Source: an optimization exercise on an open RTL-to-GDS flow (aim: small area). Production flows keep margins and buffers that such runs may drop. Function was checked by simulation only, so behaviour that the tests miss may differ from the original. Power and IR drop assume default switching activity.

==> flow/design.v (excerpt) <==
module synch_fifo #(
    parameter   FIFO_WIDTH = 32,                       
    parameter   FIFO_DEPTH = 16,                       
    parameter   FIFO_PTR = 4                           
) (
    input       clk,                                   
    input       rst_n,                                 
    input       fifo_wren,                             
    input       fifo_rden,                             
    input       [FIFO_WIDTH-1:0] fifo_wrdata,          
    output      [FIFO_WIDTH-1:0] fifo_rddata,          
    output      fifo_full,                             
    output      fifo_empty,                            
    output      [FIFO_PTR:0] fifo_room_avail,          
    output      [FIFO_PTR:0] fifo_data_avail           
);
reg [FIFO_WIDTH-1:0] mem [0:FIFO_DEPTH-1];       
reg [FIFO_PTR-1:0] count;                        
wire shift, shift_n;                             
wire [FIFO_PTR-1:0] count_nxt;
fifo_ctl u_ctl (
    .wren(fifo_wren), .rden(fifo_rden), .count(count), .count_nxt(count_nxt),
    .full(fifo_full), .empty(fifo_empty), .room(fifo_room_avail), .shift(shift),
    .shift_n(shift_n)
);
assign fifo_data_avail = {1'b0, count};
wire [FIFO_WIDTH-1:0] mem_d [0:FIFO_DEPTH-1];
genvar p, q;
generate
    for (p = 0; p < FIFO_DEPTH; p = p + 1) begin : g_place
        wire [FIFO_WIDTH-1:0] a = (p == 0) ? fifo_wrdata : mem[p == 0 ? 0 : p-1];
        for (q = 0; q < FIFO_WIDTH; q = q + 1) begin : g_bit
            fifo_hold u_hold (.a(a[q]), .q(mem[p][q]), .s(shift), .sn(shift_n), .y(mem_d[p][q]));
        end
    end
endgenerate
integer i;
always @(posedge clk) begin
    for (i = 0; i < FIFO_DEPTH; i = i + 1)
        mem[i] <= mem_d[i];
end
always @(posedge clk or negedge rst_n) begin
    if (!rst_n)
        count <= 0;
    else
  ...
==> module synch_fifo, before the edit <==
module synch_fifo #(
    parameter   FIFO_WIDTH = 32,                       
    parameter   FIFO_DEPTH = 16,                       
    parameter   FIFO_PTR = 4                           
) (
    input       clk,                                   
    input       rst_n,                                 
    input       fifo_wren,                             
    input       fifo_rden,                             
    input       [FIFO_WIDTH-1:0] fifo_wrdata,          
    output      [FIFO_WIDTH-1:0] fifo_rddata,          
    output      fifo_full,                             
    output      fifo_empty,                            
    output      [FIFO_PTR:0] fifo_room_avail,          
    output      [FIFO_PTR:0] fifo_data_avail           
);
reg [FIFO_WIDTH-1:0] mem [0:FIFO_DEPTH-1];       
reg [FIFO_PTR-1:0] count;                        
wire shift, shift_n;                             
wire [FIFO_PTR-1:0] count_nxt;
fifo_ctl u_ctl (
    .wren(fifo_wren), .rden(fifo_rden), .count(count), .count_nxt(count_nxt),
    .full(fifo_full), .empty(fifo_empty), .room(fifo_room_avail), .shift(shift),
    .shift_n(shift_n)
);
assign fifo_data_avail = {1'b0, count};
wire [FIFO_WIDTH-1:0] mem_d [0:FIFO_DEPTH-1];
genvar p, q;
generate
    for (p = 0; p < FIFO_DEPTH; p = p + 1) begin : g_place
        wire [FIFO_WIDTH-1:0] a = (p == 0) ? fifo_wrdata : mem[p == 0 ? 0 : p-1];
        for (q = 0; q < FIFO_WIDTH; q = q + 1) begin : g_bit
            fifo_hold u_hold (.a(a[q]), .q(mem[p][q]), .s(shift), .sn(shift_n), .y(mem_d[p][q]));
        end
    end
endgenerate
integer i;
always @(posedge clk) begin
    for (i = 0; i < FIFO_DEPTH; i = i + 1)
        mem[i] <= mem_d[i];
end
always @(posedge clk or negedge rst_n) begin
    if (!rst_n)
        count <= 0;
    else
        count <= count_nxt;
end
wire [FIFO_DEPTH-1:0] sel;
fifo_dec u_dec (.a(count), .y(sel));
genvar b, w;
generate
    for (b = 0; b < FIFO_WIDTH; b = b + 1) begin : g_bit
        wire [FIFO_DEPTH-1:0] col;
        for (w = 0; w < FIFO_DEPTH; w = w + 1) begin : g_word
            assign col[w] = mem[w][b];
        end
        wire [5:0] y;
        for (w = 0; w < 5; w = w + 1) begin : g_grp
            fifo_aoi222 u_aoi (.a(col[3*w+2:3*w]), .s(sel[3*w+2:3*w]), .y(y[w]));
        end
        fifo_nand2 u_last (.a(col[15]), .b(sel[15]), .y(y[5]));
        fifo_nand6 u_out (.a(y), .y(fifo_rddata[b]));
    end
endgenerate
endmodule
==> module fifo_hold, before the edit <==
module fifo_hold (
    input  a,
    input  q,
    input  s,
    input  sn,
    output y
);
assign y = (a & s) | (q & sn);
endmodule
clock: 10.0 ns
lec_check: 0
cap_margin: 0
core_margin: 2
core_utilization: 60
slew_margin: 0
synth_hierarchical: 1
standard.sh (not shown) runs the stock make flow with config.mk's settings and CLKGATE_MAP_FILE= SYNTH_SCRIPT=/design/flow/synth_recipe.tcl, a recipe that flattens the netlist after the stock synthesis.
==> flow/flow/run.sh <==
#!/bin/bash
# The standard layout, with smaller port buffers and no CTS dummy loads.
set -euo pipefail
export BUFFER_PORTS_ARGS="-buffer_cell sky130_fd_sc_hd__buf_1"
export CTS_ARGS="-sink_clustering_enable -repair_clock_nets -dont_use_dummy_load -buf_list sky130_fd_sc_hd__clkbuf_16 -sink_clustering_size 30 -sink_clustering_max_diameter 100"
bash standard.sh finish > standard.log 2>&1
Next try:
--- a/flow/design.v
+++ b/flow/design.v
@@ -23,19 +23,19 @@
     .wren(fifo_wren), .rden(fifo_rden), .count(count), .count_nxt(count_nxt),
     .full(fifo_full), .empty(fifo_empty), .room(fifo_room_avail), .shift(shift),
     .shift_n(shift_n)
 );
 assign fifo_data_avail = {1'b0, count};
 wire [FIFO_WIDTH-1:0] mem_d [0:FIFO_DEPTH-1];
-genvar p, q;
+genvar p;
 generate
     for (p = 0; p < FIFO_DEPTH; p = p + 1) begin : g_place
-        wire [FIFO_WIDTH-1:0] a = (p == 0) ? fifo_wrdata : mem[p == 0 ? 0 : p-1];
-        for (q = 0; q < FIFO_WIDTH; q = q + 1) begin : g_bit
-            fifo_hold u_hold (.a(a[q]), .q(mem[p][q]), .s(shift), .sn(shift_n), .y(mem_d[p][q]));
-        end
+        fifo_hold #(.W(FIFO_WIDTH)) u_hold (
+            .a(p == 0 ? fifo_wrdata : mem[p == 0 ? 0 : p-1]), .q(mem[p]),
+            .s(shift), .sn(shift_n), .y(mem_d[p])
+        );
     end
 endgenerate
 integer i;
 always @(posedge clk) begin
     for (i = 0; i < FIFO_DEPTH; i = i + 1)
         mem[i] <= mem_d[i];
@@ -85,20 +85,20 @@
 assign shift = wren & ~full;
 assign shift_n = ~(wren & ~full);
 wire en = (wren ^ rden) & (wren ? ~full : ~empty);
 wire [3:0] tog = {en & (wren ? a2 : ~o2), en & (wren ? a1 : ~o1), en & ~(wren ^ count[0]), en};
 assign count_nxt = count ^ tog;
 endmodule
-module fifo_hold (
-    input  a,
-    input  q,
-    input  s,
-    input  sn,
-    output y
+module fifo_hold #(parameter W = 32) (
+    input  [W-1:0] a,
+    input  [W-1:0] q,
+    input          s,
+    input          sn,
+    output [W-1:0] y
 );
-assign y = (a & s) | (q & sn);
+assign y = (a & {W{s}}) | (q & {W{sn}});
 endmodule
 module fifo_dec (
     input  [3:0] a,
     output [15:0] y
 );
 wire [3:0] lo_n, hi_n;
Outcome: The changed run finished clean; final area barely changes; setup slack degrades by 88 ps; synthesized area went up by 6.5%; register-to-register slack got worse by 730 ps; global-route usage is higher by 0.43 points; sequential power is about the same; wire length goes up by 7.1%; maximum frequency fell by 1.6%.

========
The RTL this note starts from:
==> flow/design.v <==
`timescale 1ns / 1ps
module synch_fifo #(
    parameter   FIFO_WIDTH = 32,                       
    parameter   FIFO_DEPTH = 16,                       
    parameter   FIFO_PTR = 4                           
) (
    input       clk,                                   
    input       rst_n,                                 
    input       fifo_wren,                             
    input       fifo_rden,                             
    input       [FIFO_WIDTH-1:0] fifo_wrdata,          
    output      [FIFO_WIDTH-1:0] fifo_rddata,          
    output      fifo_full,                             
    output      fifo_empty,                            
    output      [FIFO_PTR:0] fifo_room_avail,          
    output      [FIFO_PTR:0] fifo_data_avail           
);
reg [FIFO_WIDTH-1:0] mem [0:FIFO_DEPTH-1];       
reg [FIFO_PTR-1:0] count;                        
wire shift, shift_n;                             
wire [FIFO_PTR-1:0] count_nxt;
fifo_ctl u_ctl (
    .wren(fifo_wren), .rden(fifo_rden), .count(count), .count_nxt(count_nxt),
    .full(fifo_full), .empty(fifo_empty), .room(fifo_room_avail), .shift(shift),
    .shift_n(shift_n)
);
assign fifo_data_avail = {1'b0, count};
reg phase;
always @(posedge clk or negedge rst_n) begin
    if (!rst_n)
        phase <= 1'b0;
    else
        phase <= !phase;
end
wire [FIFO_WIDTH-1:0] wr_enc;                    
wire [FIFO_WIDTH-1:0] rd_enc;                    
wire [FIFO_WIDTH-1:0] mem_d [0:FIFO_DEPTH-1];
genvar p, q;
generate
    for (q = 0; q < FIFO_WIDTH; q = q + 1) begin : g_io
        fifo_xor2 u_wr (.a(fifo_wrdata[q]), .b(phase), .y(wr_enc[q]));
        fifo_xor2 u_rd (.a(rd_enc[q]), .b(phase), .y(fifo_rddata[q]));
    end
    for (p = 0; p < FIFO_DEPTH; p = p + 1) begin : g_place
        wire [FIFO_WIDTH-1:0] a = (p == 0) ? wr_enc : mem[p == 0 ? 0 : p-1];
        for (q = 0; q < FIFO_WIDTH; q = q + 1) begin : g_bit
            fifo_hold u_hold (.a(a[q]), .q(mem[p][q]), .s(shift), .sn(shift_n), .y(mem_d[p][q]));
        end
    end
endgenerate
integer i;
always @(posedge clk) begin
    for (i = 0; i < FIFO_DEPTH; i = i + 1)
        mem[i] <= mem_d[i];
end
always @(posedge clk or negedge rst_n) begin
    if (!rst_n)
        count <= 0;
    else
        count <= count_nxt;
end
wire [FIFO_DEPTH-1:0] sel;
fifo_dec u_dec (.a(count), .y(sel));
genvar b, w;
generate
    for (b = 0; b < FIFO_WIDTH; b = b + 1) begin : g_bit
        wire [FIFO_DEPTH-1:0] col;
        for (w = 0; w < FIFO_DEPTH; w = w + 1) begin : g_word
            assign col[w] = mem[w][b];
        end
        wire [5:0] y;
        for (w = 0; w < 5; w = w + 1) begin : g_grp
            fifo_aoi222 u_aoi (.a(col[3*w+2:3*w]), .s(sel[3*w+2:3*w]), .y(y[w]));
        end
        fifo_nand2 u_last (.a(col[15]), .b(sel[15]), .y(y[5]));
        fifo_nand6 u_out (.a(y), .y(rd_enc[b]));
    end
endgenerate
endmodule
module fifo_ctl (
    input        wren,
    input        rden,
    input  [3:0] count,
    output [3:0] count_nxt,
    output       full,
    output       empty,
    output [4:0] room,
    output       shift,
    output       shift_n
);
wire o1 = count[0] | count[1];
wire o2 = o1 | count[2];
wire a1 = count[0] & count[1];
wire a2 = a1 & count[2];
assign full = a2 & count[3];
assign empty = ~(o2 | count[3]);
assign room = {empty, count[3] ^ o2, count[2] ^ o1, count[1] ^ count[0], count[0]};
assign shift = wren & ~full;
assign shift_n = ~(wren & ~full);
wire en = (wren ^ rden) & (wren ? ~full : ~empty);
wire [3:0] tog = {en & (wren ? a2 : ~o2), en & (wren ? a1 : ~o1), en & ~(wren ^ count[0]), en};
assign count_nxt = count ^ tog;
endmodule
module fifo_hold (
    input  a,
    input  q,
    input  s,
    input  sn,
    output y
);
assign y = ~((a | sn) & (q | s));
endmodule
module fifo_xor2 (
    input  a,
    input  b,
    output y
);
assign y = a ^ b;
endmodule
module fifo_dec (
    input  [3:0] a,
    output [15:0] y
);
wire [3:0] lo_n, hi_n;
fifo_dec2n u_lo (.a(a[1:0]), .y_n(lo_n));
fifo_dec2n u_hi (.a(a[3:2]), .y_n(hi_n));
genvar k;
generate
    for (k = 0; k < 16; k = k + 1) begin : g_sel
        fifo_nor2 u_nor (.a(lo_n[k%4]), .b(hi_n[k/4]), .y(y[k]));
    end
endgenerate
endmodule
module fifo_dec2n (
    input  [1:0] a,
    output [3:0] y_n
);
assign y_n = ~(4'd1 << a);
endmodule
module fifo_nor2 (
    input  a,
    input  b,
    output y
);
assign y = ~(a | b);
endmodule
module fifo_aoi222 (
    input  [2:0] a,
    input  [2:0] s,
    output y
);
assign y = ~|(a & s);
endmodule
module fifo_nand2 (
    input  a,
    input  b,
    output y
);
assign y = ~(a & b);
endmodule
module fifo_nand6 (
    input  [5:0] a,
    output y
);
assign y = ~&a;
endmodule
clock: 10.0 ns
lec_check: 0
cap_margin: 0
core_margin: 2
core_utilization: 75
slew_margin: 0
synth_hierarchical: 1
==> flow/flow/run.sh <==
#!/bin/bash
# The standard layout, with smaller port buffers and no CTS dummy loads.
set -euo pipefail
export BUFFER_PORTS_ARGS="-buffer_cell sky130_fd_sc_hd__buf_1"
export CTS_ARGS="-sink_clustering_enable -repair_clock_nets -dont_use_dummy_load -buf_list sky130_fd_sc_hd__clkbuf_4 -sink_clustering_size 10 -sink_clustering_max_diameter 50"
bash standard.sh finish > standard.log 2>&1
Change:
--- a/flow/design.v
+++ b/flow/design.v
@@ -25,24 +25,11 @@
     .shift_n(shift_n)
 );
 assign fifo_data_avail = {1'b0, count};
-reg phase;
-always @(posedge clk or negedge rst_n) begin
-    if (!rst_n)
-        phase <= 1'b0;
-    else
-        phase <= !phase;
-end
-wire [FIFO_WIDTH-1:0] wr_enc;                    
-wire [FIFO_WIDTH-1:0] rd_enc;                    
 wire [FIFO_WIDTH-1:0] mem_d [0:FIFO_DEPTH-1];
 genvar p, q;
 generate
-    for (q = 0; q < FIFO_WIDTH; q = q + 1) begin : g_io
-        fifo_xor2 u_wr (.a(fifo_wrdata[q]), .b(phase), .y(wr_enc[q]));
-        fifo_xor2 u_rd (.a(rd_enc[q]), .b(phase), .y(fifo_rddata[q]));
-    end
     for (p = 0; p < FIFO_DEPTH; p = p + 1) begin : g_place
-        wire [FIFO_WIDTH-1:0] a = (p == 0) ? wr_enc : mem[p == 0 ? 0 : p-1];
+        wire [FIFO_WIDTH-1:0] a = (p == 0) ? fifo_wrdata : mem[p == 0 ? 0 : p-1];
         for (q = 0; q < FIFO_WIDTH; q = q + 1) begin : g_bit
             fifo_hold u_hold (.a(a[q]), .q(mem[p][q]), .s(shift), .sn(shift_n), .y(mem_d[p][q]));
         end
@@ -73,7 +60,7 @@
             fifo_aoi222 u_aoi (.a(col[3*w+2:3*w]), .s(sel[3*w+2:3*w]), .y(y[w]));
         end
         fifo_nand2 u_last (.a(col[15]), .b(sel[15]), .y(y[5]));
-        fifo_nand6 u_out (.a(y), .y(rd_enc[b]));
+        fifo_nand6 u_out (.a(y), .y(fifo_rddata[b]));
     end
 endgenerate
 endmodule
@@ -108,14 +95,7 @@
     input  sn,
     output y
 );
-assign y = ~((a | sn) & (q | s));
-endmodule
-module fifo_xor2 (
-    input  a,
-    input  b,
-    output y
-);
-assign y = a ^ b;
+assign y = (a & s) | (q & sn);
 endmodule
 module fifo_dec (
     input  [3:0] a,
Routed wire length stays flat. Final area rose by 3.9%. Power fell by 11%. Non-clock buffer count shrinks by 3. Maximum frequency climbs by 7.5%.

afterwards: timing with drivers on the ports:
The flow's constraints put no driver on any port. The routed layouts listed below were extracted and timed again, unchanged, in two steps. Step 1: set_driving_cell puts a clkbuf_16 on clk and a buf_2 on each other input, an assumption about the parent block. Step 2 times the ports against the registers' clock, not the clock port: input delays grow and output delays shrink by t, the midpoint of the rising clock arrivals with the driver on. Three values: ideal ports, drivers, drivers and shift; two values: the first two.
run	t, ns	setup WS [ns]	clock arrival spread, ns	worst slew at a driven data input, ns	pins driven straight from the clock port
the first run of note 1	0.569	4.674 / 4.622 / 4.906	0.061 / 0.062	0.03	1
the second run of note 1	0.579	4.585 / 4.533 / 4.413	0.063 / 0.063	0.05	1
the first run of note 2	0.768	4.198 / 4.155 / 4.615	0.037 / 0.037	0.03	1
the second run of note 2	0.741	4.602 / 4.554 / 5.042	0.076 / 0.076	0.03	1
After both steps every run listed still meets setup and hold. For the second run of note 1, which loses most, drivers alone change the setup slack by -0.052 ns; drivers and shift together by -0.172 ns.
